Background: an optimization exercise with open tools, aiming at small area and a short achievable clock period. Do not read the settings as production practice.
In this exercise RTL edits were held to simulation tests only and were not proved equivalent to the original.
No activity file was given, so power comes from the tool's default toggle rates.

## sort2in1
module sort2in1
#(parameter W = 12)
(
    input clk,
    input synrst,
    input DataEn,
    input [W-1:0] DataIn,
    output [W-1:0] DataMax,
    output reg [W+4-1:0] DataSumOut
);
export LEC_CHECK = 0
export CAP_MARGIN = 20
export CORE_MARGIN = 2
export CORE_UTILIZATION = 55
export CTS_BUF_LIST = sky130_fd_sc_hd__clkbuf_8
export CTS_CLUSTER_DIAMETER = 80
export CTS_CLUSTER_SIZE = 16
export SETUP_SLACK_MARGIN = 4.0
export SLEW_MARGIN = 20
export SYNTH_HIERARCHICAL = 1
create_clock -name core_clock -period 6.5 [get_ports {clk}]
standard.sh (not shown) runs the stock make flow with config.mk's settings and CLKGATE_MAP_FILE= SYNTH_SCRIPT=/design/flow/synth_recipe.tcl, a recipe that flattens the netlist after the stock synthesis.
==> flow/flow/run.sh <==
#!/bin/bash
# Standard synthesis and layout; the only change is the cell used for the port
# buffers (a plain buf_2 instead of the delay buffer buffer_ports picks).
set -euo pipefail
bash standard.sh synth > synth.log 2>&1
BUFFER_PORTS_ARGS="-buffer_cell sky130_fd_sc_hd__buf_2" bash standard.sh finish > layout.log 2>&1
==> next run, changes <==
Settings changed: CTS_CLUSTER_DIAMETER 80 to 60, CTS_CLUSTER_SIZE 16 to 12.
Via count went up by about 0.6%.
Die area does not change.
Worst hold slack is worse by 0.0039 ns.
Final area went up by 0.48%.
Cell count went up by about 0.55%.
Worst setup slack is better by 0.074 ns.
Synthesized area does not change.
==> next run, changes <==
Settings changed: CORE_UTILIZATION 55 to 50, SETUP_SLACK_MARGIN 4.0 to 4.1.
Result: Combinational power rises by 6.3%. Register-to-register slack is better by 0.03 ns. Critical path depth stays the same. Design area grows by about 3.7%.

========
Setup of old:
The RTL this note starts from:
==> flow/design.v <==
module s2i_ge #(parameter W = 12) (
    input  [W-1:0] a,
    input  [W-1:0] bn,
    output         ge
);
    wire [W:0] c;
    assign c[0] = 1'b1;
    genvar k;
    generate
        for (k = 0; k < W; k = k + 1) begin : g_bit
            assign c[k+1] = (a[k] & bn[k]) | (a[k] & c[k]) | (bn[k] & c[k]);
        end
    endgenerate
    assign ge = c[W];
endmodule
module s2i_ctl (
    input  rst,
    input  vld,
    input  ge_here,
    input  ge_above,
    output s_up,
    output s_in,
    output s_hold
);
    assign s_up   = ~rst & vld & ge_above;
    assign s_in   = ~rst & vld & ge_here & ~ge_above;
    assign s_hold = ~rst & ~(vld & ge_here);
endmodule
module s2i_sel #(parameter W = 12) (
    input          s_up,
    input          s_in,
    input          s_hold,
    input  [W-1:0] up,
    input  [W-1:0] din,
    input  [W-1:0] cur,
    output [W-1:0] nxt_n
);
    assign nxt_n = ~(({W{s_up}} & up) | ({W{s_in}} & din) | ({W{s_hold}} & cur));
endmodule
module sort2in1
#(parameter W = 12)
(
    input clk,
    input synrst,
    input DataEn,
    input [W-1:0] DataIn,
    output [W-1:0] DataMax,
    output reg [W+4-1:0] DataSumOut
);
    reg  [W-1:0] Pend;
    reg          PendVld;
    reg  [W-1:0] Max;
    reg  [W-1:0] Rn [0:15];
    wire [W-1:0] R  [0:16];
    assign R[16] = {W{1'b0}};
    always @(posedge clk) begin
        Pend    <= DataIn;
        PendVld <= DataEn & ~synrst;
    end
    wire max_ge;
    s2i_ge #(.W(W)) u_max_ge (.a(DataIn), .bn(~Max), .ge(max_ge));
    always @(posedge clk)
        if (synrst)
            Max <= {W{1'b0}};
        else if (DataEn && max_ge)
            Max <= DataIn;
    assign DataMax = Max;
    wire [16:0] ge;
    assign ge[16] = 1'b0;
    genvar i;
    generate
        for (i = 0; i < 16; i = i + 1) begin : g_slot
            wire [W-1:0] nxt_n;
            assign R[i] = ~Rn[i];
            s2i_ge #(.W(W)) u_ge (.a(Pend), .bn(Rn[i]), .ge(ge[i]));
            wire s_up, s_in, s_hold;
            s2i_ctl u_ctl (
                .rst(synrst), .vld(PendVld), .ge_here(ge[i]), .ge_above(ge[i+1]),
                .s_up(s_up), .s_in(s_in), .s_hold(s_hold));
            s2i_sel #(.W(W)) u_sel (
                .s_up(s_up), .s_in(s_in), .s_hold(s_hold),
                .up(R[i+1]), .din(Pend), .cur(R[i]), .nxt_n(nxt_n));
            always @(posedge clk)
                Rn[i] <= nxt_n;
        end
    endgenerate
    wire [W+3:0] sum_take = DataSumOut + {4'b0, Pend} + {4'hF, Rn[0]} + 16'd1;
    always @(posedge clk)
        if (synrst)
            DataSumOut <= {(W+4){1'b0}};
        else if (PendVld && ge[0])
            DataSumOut <= sum_take;
endmodule
==> flow/config.mk <==
export PLATFORM = sky130hd
export DESIGN_NAME = sort2in1
export DESIGN_NICKNAME = sort2in1
export VERILOG_FILES = /design/flow/design.v
export SDC_FILE = /design/flow/constraint.sdc
export NUM_CORES = 4
export LEC_CHECK = 0
export CAP_MARGIN = 20
export CORE_MARGIN = 2
export CORE_UTILIZATION = 55
export CTS_BUF_LIST = sky130_fd_sc_hd__clkbuf_8
export CTS_CLUSTER_DIAMETER = 70
export CTS_CLUSTER_SIZE = 14
export SETUP_SLACK_MARGIN = 4.0
export SLEW_MARGIN = 20
export SYNTH_HIERARCHICAL = 1
==> flow/constraint.sdc <==
create_clock -name core_clock -period 6.5 [get_ports {clk}]
set_input_delay 1.3000 -clock core_clock [delete_from_list [all_inputs] [get_ports {clk}]]
set_output_delay 1.3000 -clock core_clock [all_outputs]
set_load 0.01 [all_outputs]
Scripts as last shown in full above: flow/flow/run.sh
Every stage of the flow completed for old, and the final layout passed the timing, DRC and antenna checks.
--- input diff old..new ---
Settings: CORE_UTILIZATION now 40, was 55; CTS_BUF_LIST now sky130_fd_sc_hd__clkbuf_4 sky130_fd_sc_hd__clkbuf_8, was sky130_fd_sc_hd__clkbuf_8; CTS_CLUSTER_SIZE no longer set, was 14; CTS_CLUSTER_DIAMETER no longer set, was 70.
==> flow/run.sh (new file) <==
#!/bin/bash
# synth_recipe.tcl (not shown) runs the flow's synth.tcl, then flattens the netlist and writes it again
# the make line also repeats each setting of config.mk as NAME=value (left out here)
make -C /OpenROAD-flow-scripts/flow DESIGN_CONFIG=/design/flow/config.mk WORK_HOME=/design/flow/orfs CLKGATE_MAP_FILE= SYNTH_SCRIPT=/design/flow/synth_recipe.tcl finish
removed: flow/flow/run.sh
removed: flow/standard.sh
==> comparison <==
Lower die area among new and old: old
Compared with old, new shows a vias per cell that is 0.48 lower.
Post-route worst setup slack delta (new − old): favourable
new reports its master of the slowest instance on the critical path as sky130_fd_sc_hd__fa_1 while old reports sky130_fd_sc_hd__fa_2.
Relative to old, the half-perimeter wire length after placement of new is higher by 920 um.
In the reports for new and old, the larger net switching power belongs to new.
new against old: count of antenna diodes in the layout saw little to no change; count of sequential standard cells saw little to no change.
Looking at sum of routed wire segments on met1 across new and old, the one that comes out higher is new.
Of the two candidates, old has the worse shortest clock period the worst path allows after layout and new the better one.
Comparing the two runs side by side, new comes out behind old on total length of routed wires.

-- re-timing with driven ports --
In the flow no input, the clock included, has a driving cell. The finished layouts below were timed again as built, in two steps.
Step 1 (the two cells are an assumption about what drives the block):
set clk [get_ports {clk}]
set_driving_cell -lib_cell sky130_fd_sc_hd__clkbuf_16 $clk
set_driving_cell -lib_cell sky130_fd_sc_hd__buf_2 [delete_from_list [all_inputs] $clk]
Step 2 also shifts input and output timing later by t, the mid clock arrival at the registers, as if the neighbouring blocks saw the same clock.
Three values: ideal ports, drivers, drivers and shift; two values: the first two.
run | shift t [ns] | setup slack, ns | clock arrival spread, ns
the first run of note 1 | 0.590 | 3.886 / 3.886 / 3.461 | 0.019 / 0.018
the second run of note 1 | 0.605 | 3.961 / 3.961 / 3.509 | 0.019 / 0.019
the third run of note 1 | 0.611 | 3.989 / 3.989 / 3.448 | 0.025 / 0.025
old | 0.583 | 3.869 / 3.869 / 3.432 | 0.027 / 0.027
new | 0.602 | 3.949 / 3.949 / 3.481 | 0.026 / 0.026
After both steps every run listed still meets setup and hold. For the third run of note 1, which loses most, drivers alone change the setup slack by 0.000 ns; drivers and shift together by -0.541 ns.
